This design comes from an exercise in tuning for small area, a short achievable clock period and few clock cycles per item on the open sky130 flow, not from production work. Function was not checked in any run shown here: the RTL went through the layout flow alone.

==> flow/design.v (outline; a module is shown in full before it is edited, if it fits) <==
// module ntt_top: 1458 lines
// module ntt_fa: 4 lines
// module ntt_ha: 4 lines
// module ntt_a21o_1: 3 lines
// module ntt_a221o_1: 3 lines
// module ntt_a22o_1: 3 lines
// module ntt_a311oi_1: 3 lines
// module ntt_a31oi_1: 3 lines
// module ntt_a32o_1: 3 lines
// module ntt_a32oi_1: 3 lines
// module ntt_and2_0: 3 lines
// module ntt_and2_1: 3 lines
// module ntt_and3_1: 3 lines
// module ntt_inv_1: 3 lines
// module ntt_nand2_1: 3 lines
// module ntt_nand2b_1: 3 lines
// module ntt_nand3_1: 3 lines
// module ntt_nand3b_1: 3 lines
// module ntt_nand4_1: 3 lines
// module ntt_nor2_1: 3 lines
// module ntt_o211a_1: 3 lines
// module ntt_o21a_1: 3 lines
// module ntt_o21ai_0: 3 lines
// module ntt_o21bai_1: 3 lines
// module ntt_o221a_1: 3 lines
// module ntt_o22a_1: 3 lines
// module ntt_o22ai_1: 3 lines
// module ntt_o311ai_0: 3 lines
// module ntt_or2_0: 3 lines
// module ntt_or2_1: 3 lines
// module ntt_or3_1: 3 lines
// module ntt_or4_1: 3 lines
// module ntt_xnor2_1: 3 lines
// module ntt_xor2_1: 3 lines
module ntt_top (
  input  wire        clk, rst, start,
  input  wire [15:0] din0, din1, din2, din3, din4, din5, din6, din7, din8, din9, din10, din11, din12, din13, din14, din15,
  output wire [15:0] dout0, dout1, dout2, dout3, dout4, dout5, dout6, dout7, dout8, dout9, dout10, dout11, dout12, dout13, dout14, dout15,
  output wire        done
);
  // ...
==> flow/flow/run.sh <==
#!/bin/bash
# The standard layout (standard.sh: the standard flow's synthesis and ORFS flow), with two
# placement options changed:
#  - port buffers are sky130_fd_sc_hd__buf_1 instead of the default pick;
#  - the constant-0 outputs share tie cells instead of one tie cell per port.
set -euo pipefail
bash standard.sh \
  "BUFFER_PORTS_ARGS=-buffer_cell sky130_fd_sc_hd__buf_1" \
  SKIP_REPAIR_TIE_FANOUT=1 \
  finish > standard_flow.log 2>&1
==> flow/standard.sh <==
#!/bin/bash
# synth_recipe.tcl (not shown) runs the flow's synth.tcl, then flattens the netlist and writes it again
# the make line also repeats each setting of config.mk as NAME=value (left out here)
make -C /OpenROAD-flow-scripts/flow DESIGN_CONFIG=/design/flow/config.mk WORK_HOME=/design/flow/orfs CLKGATE_MAP_FILE= SYNTH_SCRIPT=/design/flow/synth_recipe.tcl "${@:-finish}"
==> flow/config.mk <==
export PLATFORM = sky130hd
export DESIGN_NAME = ntt_top
export DESIGN_NICKNAME = ntt_top
export VERILOG_FILES = /design/flow/design.v
export SDC_FILE = /design/flow/constraint.sdc
export NUM_CORES = 8
export LEC_CHECK = 0
export CAP_MARGIN = 20
export CORE_MARGIN = 2
export CORE_UTILIZATION = 30
export CTS_BUF_LIST = sky130_fd_sc_hd__clkbuf_8
export SETUP_SLACK_MARGIN = 2.0
export SLEW_MARGIN = 20
export SYNTH_HIERARCHICAL = 1
export SYNTH_MINIMUM_KEEP_SIZE = 0
==> flow/constraint.sdc <==
create_clock -name core_clock -period 22.0 [get_ports {clk}]
set_input_delay 4.4000 -clock core_clock [delete_from_list [all_inputs] [get_ports {clk}]]
set_output_delay 4.4000 -clock core_clock [all_outputs]
set_load 0.01 [all_outputs]
==> results.rst, run 1 <==
.. list-table::
   :header-rows: 1

   * - Metric
     - Value
   * - Run status
     - no timing/DRC/antenna violations
   * - Post-place setup slack
     - about 3900 ps
   * - Count of placed standard cells in the final layout, fillers left out
     - approximately 1900
   * - Post-Synthesis Mean Instance Area
     - 10.2 µm²
   * - Count of unresolved DRC violations after routing
     - 0
   * - Post-synth net total
     - about 1900
   * - FF-to-FF path depth
     - 2
   * - Synth Area in Compound Gates
     - 0.0552
   * - Number of setup violations in the final report
     - 0
   * - Via/cell ratio
     - 4.21
   * - Slew @ Worst Pin
     - 788 ps
   * - Worst setup path endpoint
     - dout9[2]
   * - Post-synth top area cell
     - fa_1
   * - Antenna-violating nets left
     - 0
   * - Cell depth of the worst hold path
     - 2
   * - Type of the worst setup path
     - input port to output port
   * - Register share of the cell area
     - 0.118
   * - Most common cell in the synthesized netlist
     - fa_1
   * - Clock tree from TritonCTS
     - done
   * - Non-clock buffer share of cell area
     - 0.0465
   * - RSZ-0062 raised after global routing
     - no
   * - Worst hold margin
     - roughly 450 ps
   * - Simple-gate share of the synthesized area
     - 0.0669
   * - Post-CTS Hold Buffers
     - 0
   * - Height of the chip
     - about 210 µm
   * - Yosys warns
     - 9
   * - DRT met1 WL
     - about 13 mm
   * - Worst EP required
     - around 18000 ps
   * - Largest cells by area after synthesis
     - fa_1 53%, dfxtp_1 12%, buf_4 10%
==> run 2, diff against run 1 <==
--- a/flow/config.mk
+++ b/flow/config.mk
@@ -10,5 +10,5 @@
 export CORE_UTILIZATION = 30
 export CTS_BUF_LIST = sky130_fd_sc_hd__clkbuf_8
-export SETUP_SLACK_MARGIN = 2.0
+export SETUP_SLACK_MARGIN = 5.0
 export SLEW_MARGIN = 20
 export SYNTH_HIERARCHICAL = 1
==> run 2 against run 1 <==
  * Design area grew 9.6%
  * Utilization grew 2.9 points
  * Via count grew 3.4%
  * Largest cell class unchanged
  * Critical path depth grew 3
  * Sequential share of layout area shrank 1.0 points
  * Cell count grew 2.6%
  * Highest routed layer unchanged
==> results.rst, run 2 <==
.. list-table::
   :header-rows: 1

   * - Metric
     - Value
   * - Clock input transition at the sequential cells of the worst setup and hold paths
     - 90 ps
   * - CTS Buf Count
     - 9
   * - Total die area
     - about 46000 µm²
   * - Number of maximum-capacitance violations
     - 0
   * - Largest stage delay on the critical path
     - 540 ps
   * - Netlist Area Pre-Place
     - approximately 13000 µm²
   * - Most used flip-flop cell after synthesis
     - dfxtp_1
   * - Slew @ Worst Pin
     - 724 ps (-64.3 ps)
   * - Most common cell in the synthesized netlist
     - fa_1
   * - Horizontal die dimension
     - ~210 µm
   * - Distinct cell type count of the synthesized netlist
     - 35
   * - First-pass iteration count of the detailed router
     - 4
   * - Type of the worst setup path
     - input port to output port
   * - Run status
     - no timing/DRC/antenna violations
   * - RSZ-0062 raised after global routing
     - yes
   * - Worst hold-check path type
     - flop to flop
   * - Post-synth top area cell
     - fa_1
   * - Routability cong.
     - between 0.8 and 0.9
   * - Vias post-DR
     - 8257
   * - Cell Count Post-Placement
     - 1881
   * - Clock network latency to the later pin of the worst-skew pair
     - about 400 ps
   * - FF-to-FF path depth
     - 2 (unchanged)
   * - Count of buffers from port buffering
     - ~160
   * - Launching point of the worst reg2reg path
     - res[14][0]
   * - Nature of the critical path startpoint
     - input port
   * - List of most frequent post-synthesis cells
     - 352 x fa_1, 342 x inv_1, 176 x buf_4
   * - Post-Synthesis Mean Instance Area
     - 10.2 µm² (unchanged)
   * - Worst EP required
     - 17600 ps (about the same)
   * - Via count of the first global-routing pass
     - between 9000 and 10000
   * - Share of flip-flops with an asynchronous set or reset after synthesis
     - 0
   * - Number of failing hold endpoints at the final stage
     - 0
   * - Total grt overflow
     - 0
   * - Part of the cycle the worst path needs
     - 0.783
   * - Largest cells by area after synthesis
     - fa_1 53%, dfxtp_1 12%, buf_4 10%
   * - Drt wl/cell
     - around 17 µm
   * - R2R setup slack
     - around 21000 ps
   * - Highest achievable clock rate
     - approximately 58 MHz
   * - Post-CTS Hold Buffers
     - 0 (unchanged)
   * - Largest register FFs
     - 80
   * - Standard cell core area
     - about 44000 µm²
   * - Reg with most FFs
     - res
   * - All-Layer GR Usage
     - 0.145
   * - Largest net degree at the start of global routing
     - about 180
   * - Count of placed standard cells in the final layout, fillers left out
     - 1947 (+2.6%)
   * - Post-synth EDFFs
     - 0
   * - Sink of the worst hold path
     - res[11][4]
   * - Violation count after the first detailed-route iteration
     - 408
   * - Maximum buffer depth of the clock tree
     - 2
   * - Initial standard-cell utilization of the core
     - 0.302
   * - Sequential cell area fraction in the yosys report
     - 0.121
   * - Ports placed on the boundary
     - 516
   * - Nets
     - approximately 2000
   * - Cell count after synthesis
     - 1300
   * - Data arrival time of the critical path
     - 12830 ps
   * - Yosys warns
     - 9 (unchanged)
   * - Post-synth net total
     - 1939 (unchanged)
   * - Setup TNS
     - 0 ps
   * - Setup crit end kind
     - output port
   * - Largest regs
     - res (80)
   * - Number of setup violations in the final report
     - 0 (unchanged)
   * - Cell Rows
     - 77
   * - Top library cells by usage in the layout, fill and taps aside
     - 307 x inv_1, 222 x fa_1, 130 x fa_2, 118 x buf_1, 83 x nand2_1
   * - Relative max-transition margin
     - 0.517
   * - Cell depth of the worst hold path
     - 2 (unchanged)
   * - Most common library cell in the layout ignoring fill and taps
     - inv_1
   * - Antenna-violating nets left
     - 0 (unchanged)
   * - Height of the chip
     - 214 µm (unchanged)
   * - Routed Wire Length
     - 32.2 mm
   * - Clock tree from TritonCTS
     - done
   * - Number of synthesized register bits
     - 80
   * - Crit path max-delay cell type
     - fa_1
   * - Via/cell ratio
     - 4.24 (+0.78%)
   * - Number of antenna violations at the first check in global routing
     - 3
   * - Most frequent cell on the critical path
     - fa_2
   * - Global-route wire length before repair
     - between 50 and 60 mm
   * - End of the worst register-to-register path
     - res[14][0]
   * - Worst Min Path Start
     - res[11][4]
   * - Fraction of synthesized cell area taken by the top area cell type
     - 0.531
   * - Number of H-tree levels
     - 3
   * - CTS sink count
     - 80
   * - N_diodes
     - 0
   * - Count of fill cells added during filler insertion
     - approximately 4500
   * - Skew final
     - 0 ps
   * - HPWL after detailed placement
     - roughly 28 mm
   * - Ratio of cells with drive above 1 in the final layout
     - 0.272
   * - CP Max Fanout
     - 3
   * - Area growth from synthesis to layout
     - 11.9%
   * - Master cell of the clock root buffer
     - clkbuf_8
   * - Time the worst path needs with I/O delays and setup
     - roughly 17000 ps
   * - Number of max-slew violations in the final report
     - 0
   * - Count of unresolved DRC violations after routing
     - 0 (unchanged)
-- run 2: layout make-up --
| cell class | count | area (µm²) | share of cell area |
|---|---|---|---|
| inverter | 342 | 1290 | 0.0868 |
| sequential | 80 | 1600 | 0.108 |
| timing repair buffer | 215 | 1130 | 0.0764 |
| clock buffer | 9 | 124 | 0.00834 |
| clock inverter | 7 | 83.8 | 0.00564 |
| tap | 592 | 741 | 0.0499 |
| multi-input combinational | 702 | 9880 | 0.665 |
-- run 2: timing repair --
| action | 4_1_cts | 5_1_grt |
|---|---|---|
| endpoints found under the setup margin | 51 | 65 |
| setup buffers | 36 | 14 |
| resized for setup | 187 | 154 |
| pin swaps | 60 | 62 |
-- run 2: cell families after synthesis --
group,Yosys count,share of synthesized area
AO/OA/AOI/OAI,106,0.0552
buffers and inverters,518,0.196
other,1,0.000283
XOR/XNOR,5,0.00330
adder cells (fa/ha/maj),380,0.557
flip-flops,80,0.121
AND/OR/NAND/NOR,210,0.0669
-- run 2: metrics by stage --
step / utilization / hold WS, ps / setup slack (ps) / cell area [µm²]
finish: 0.338 / 446 / 4770 / 14900
CTS: 0.326 / 451 / 4710 / 14300
detailed placement: 0.304 / 427 / 4280 / 13300
global placement: 0.304 / 424 / 4410 / 13300
global route: 0.338 / 473 / 4500 / 14900
floorplan: - / 474 / 5010 / 13300
-- run 2: worst max path at each step --
stage                       start        to  slack, ps  depth (start not counted)
final                     din5[4]  dout9[3]       4770                         36
after global routing      din5[4]  dout9[3]       4500                         36
after CTS                 din5[4]  dout9[3]       4710                         36
after detailed placement  din5[0]  dout9[2]       4280                         33
after global placement    din5[0]  dout9[2]       4410                         33
after floorplan           din5[4]  dout9[2]       5010                         32
-- run 2: per-module statistics from Yosys, one instance, submodules excluded, excerpt --
module | flops+latches | times used | cells | cell area (µm²)
ntt_or2_1 | 0 | 2 | 1 | 6.26
ntt_nand3b_1 | 0 | 1 | 1 | 7.51
ntt_o221a_1 | 0 | 5 | 1 | 11.3
ntt_a31oi_1 | 0 | 16 | 1 | 6.26
ntt_or2_0 | 0 | 3 | 1 | 6.26
ntt_o211a_1 | 0 | 2 | 1 | 10.0
ntt_and3_1 | 0 | 1 | 1 | 6.26
ntt_o21bai_1 | 0 | 1 | 1 | 7.51
ntt_and2_0 | 0 | 2 | 1 | 6.26
ntt_nor2_1 | 0 | 65 | 1 | 3.75
ntt_a311oi_1 | 0 | 1 | 1 | 8.76
ntt_ha | 0 | 11 | 1 | 12.5
ntt_a221o_1 | 0 | 2 | 1 | 10.0
ntt_a22o_1 | 0 | 5 | 1 | 8.76
ntt_a21o_1 | 0 | 4 | 1 | 7.51
ntt_o22ai_1 | 0 | 10 | 1 | 6.26
-- run 2: layer usage --
| layer | wire, µm | track usage | up-vias |
|---|---|---|---|
| li1 | - | - | 3752 |
| met1 | 13600 | 0.183 | 4289 |
| met2 | 16400 | 0.260 | 180 |
| met3 | 1650 | 0.0224 | 30 |
| met4 | 537 | 0.0359 | 6 |
| met5 | 32 | 0 | - |
-- run 2: critical path: cells and delay by family --
| kind | cells | cell delay, ps |
|---|---|---|
| buffers and inverters | 12 | 780 |
| adder cells (fa/ha/maj) | 21 | 6810 |
| AO/OA/AOI/OAI | 1 | 310 |
| AND/OR/NAND/NOR | 2 | 540 |

-- re-timing with driven ports --
Ports are ideal in the flow. The routed layouts listed here were re-timed in OpenROAD.
Step 1: set_driving_cell puts a clkbuf_16 on clk and a buf_2 on each other input, an assumption about the parent block.
Step 2, shift: input delay + t, output delay - t, t = (earliest + latest rising clock arrival at the registers) / 2. This alone moves slack from input paths to output paths.
a / b / c = ideal ports / drivers / drivers and shift; a / b = the first two.
run	t (ns)	setup WS [ns]	worst hold slack (ns)	cell pins on the clock port's net
run 1	0.430	3.890 / 3.861 / 3.861	0.446 / 0.446 / 0.446	1
run 2	0.438	4.767 / 4.743 / 4.743	0.446 / 0.446 / 0.446	1
After both steps every run listed still meets setup and hold. The setup slack of run 1, which loses most, moves by -0.029 ns with the drivers and by -0.029 ns with both steps.
